From an optimization exercise on the open Yosys and OpenROAD flow, aimed at small area and a short achievable clock period; shortcuts taken in it are not production practice. In this exercise RTL edits were held to simulation tests only and were not proved equivalent to the original. Power figures rest on the tool's default switching activity, not on a simulated workload.

==> flow/design.v (excerpt) <==
module harvos_mpu_pair (
  input  wire        clk,
  input  wire        rst_n,
  input  wire        smpuctl_lock,
  input  wire        mpu_prog_en,
  input  wire [2:0]  mpu_prog_idx,
  input  wire [31:0] mpu_prog_base,
  input  wire [31:0] mpu_prog_limit,
  input  wire [2:0]  mpu_prog_perm,       
  input  wire        mpu_prog_user_ok,
  input  wire        mpu_prog_is_ispace,
  input  wire [1:0]  cur_priv,
  input  wire [31:0] if_paddr,
  output wire        if_allow,
  output wire        if_is_ispace,
  input  wire [31:0] d_paddr,
  input  wire        d_is_store,
  output wire        d_allow,
  output wire        d_is_ispace
);
==> module mpu, before the edit <==
module mpu #(
  parameter integer NREG = 8
) (
  input  wire                    clk,
  input  wire                    rst_n,
  input  wire                    lock_in,
  input  wire                    prog_en,
  input  wire [$clog2(NREG)-1:0] prog_idx,
  input  wire [31:0]             prog_base,
  input  wire [31:0]             prog_limit,     
  input  wire [2:0]              prog_perm,      
  input  wire                    prog_user_ok,
  input  wire                    prog_is_ispace,
  input  wire [1:0]              cur_priv,       
  input  wire [31:0]             if_addr,
  output wire                    if_allow,
  output wire                    if_is_ispace,
  input  wire [31:0]             d_addr,
  input  wire                    d_is_store,
  output wire                    d_allow,
  output wire                    d_is_ispace
);
  function automatic ge32(input [31:0] a, input [31:0] b);
    reg c;
    integer k;
    begin
      c = 1'b1;
      for (k = 0; k < 32; k = k + 1)
        c = (a[k] & ~b[k]) | (a[k] & c) | (~b[k] & c);
      ge32 = c;
    end
  endfunction
  reg            lock_q;
  reg [NREG-1:0] valid;
  reg [31:0]     base  [NREG];
  reg [31:0]     limit [NREG];
  reg [NREG-1:0] perm_r, perm_w, perm_x, user_ok, is_ispace;
  wire wr = prog_en && !lock_q;
  always @(posedge clk or negedge rst_n) begin
    if (!rst_n) lock_q <= 1'b0; else lock_q <= lock_q | lock_in;
  end
  always @(posedge clk or negedge rst_n) begin
    if (!rst_n) valid <= '0;
    else if (wr) valid[prog_idx] <= 1'b1;
  end
  always @(posedge clk) begin
    if (wr) begin
      base[prog_idx]      <= prog_base;
      limit[prog_idx]     <= prog_limit;
      perm_r[prog_idx]    <= prog_perm[0];
      perm_w[prog_idx]    <= prog_perm[1];
      perm_x[prog_idx]    <= prog_perm[2];
      user_ok[prog_idx]   <= prog_user_ok;
      is_ispace[prog_idx] <= prog_is_ispace;
    end
  end
  wire sup = |cur_priv;
  reg [NREG-1:0] if_hit, d_hit;
  reg [NREG-1:0] if_ok, d_ok;
  integer i;
  always @* begin
    for (i = 0; i < NREG; i = i + 1) begin
      if_hit[i] = valid[i] && ge32(if_addr, base[i]) && ge32(limit[i], if_addr);
      d_hit[i]  = valid[i] && ge32(d_addr, base[i]) && ge32(limit[i], d_addr);
      if_ok[i]  = perm_x[i] && (sup || user_ok[i]);
      d_ok[i]   = (d_is_store ? perm_w[i] : perm_r[i]) && (sup || user_ok[i]);
    end
  end
  reg if_a, if_s, d_a, d_s;
  always @* begin
    if_a = 1'b0; if_s = 1'b0; d_a = 1'b0; d_s = 1'b0;
    for (i = 0; i < NREG; i = i + 1) begin
      if (if_hit[i]) begin if_a = if_ok[i]; if_s = is_ispace[i]; end
      if (d_hit[i])  begin d_a = d_ok[i];   d_s = is_ispace[i]; end
    end
  end
  assign if_allow     = if_a;
  assign if_is_ispace = if_s;
  assign d_allow      = d_a;
  assign d_is_ispace  = d_s;
endmodule
clock: 7.0 ns
lec_check: 0
abc_area: 1
cap_margin: 20
core_margin: 2
core_utilization: 40
place_density: 0.6
setup_slack_margin: 0.25
slew_margin: 20
run.sh (not shown) runs the stock make flow with config.mk's settings and CLKGATE_MAP_FILE= SYNTH_SCRIPT=/design/flow/synth_recipe.tcl, a recipe that flattens the netlist after the stock synthesis.
The starting point ran to the end with no violations.
Edit:
--- a/flow/design.v
+++ b/flow/design.v
@@ -18,19 +18,23 @@
   input  wire [31:0]             d_addr,
   input  wire                    d_is_store,
   output wire                    d_allow,
   output wire                    d_is_ispace
 );
   function automatic ge32(input [31:0] a, input [31:0] b);
-    reg c;
-    integer k;
+    reg [31:0] gt, ge;
+    integer w, k;
     begin
-      c = 1'b1;
-      for (k = 0; k < 32; k = k + 1)
-        c = (a[k] & ~b[k]) | (a[k] & c) | (~b[k] & c);
-      ge32 = c;
+      gt = a & ~b;
+      ge = a | ~b;
+      for (w = 1; w < 32; w = w * 2)
+        for (k = 0; k < 32; k = k + 2 * w) begin
+          ge[k] = gt[k + w] | (ge[k + w] & ge[k]);
+          gt[k] = gt[k + w] | (ge[k + w] & gt[k]);
+        end
+      ge32 = ge[0];
     end
   endfunction
   reg            lock_q;
   reg [NREG-1:0] valid;
   reg [31:0]     base  [NREG];
   reg [31:0]     limit [NREG];
Effect: The changed run completed with no timing, DRC or antenna violations; wire length increases by 26%; synthesized area went up by 13%; clock power went up by about 4%; sequential cell count stays the same; power rose by 5.0%; via count is higher by 25%; clock skew is about the same; die area rises by 13%; combinational power is higher by 27%.

static timing again, ports no longer ideal:
How much do the figures lean on ideal ports? The routed layouts below were timed once more, with nothing changed but the port constraints.
Step 1 (the two cells are an assumption about what drives the block):
set clk [get_ports {clk}]
set_driving_cell -lib_cell sky130_fd_sc_hd__clkbuf_16 $clk
set_driving_cell -lib_cell sky130_fd_sc_hd__buf_2 [delete_from_list [all_inputs] $clk]
Step 2, shift: input delay + t, output delay - t, t = (earliest + latest rising clock arrival at the registers) / 2. This alone moves slack from input paths to output paths.
Slacks: ideal / step 1 / step 2; pairs: ideal / step 1.
| run | t, ns | setup slack, ns | worst setup path after step 2 | pins driven straight from the clock port |
|---|---|---|---|---|
| the first run | 0.668 | 0.516 / 0.487 / 0.487 | input to output | 1 |
| the second run | 0.712 | 0.619 / 0.586 / 0.586 | input to output | 1 |
After both steps setup and hold are still met in every run listed. For the second run, which loses most, drivers alone change the setup slack by -0.033 ns; drivers and shift together by -0.033 ns.
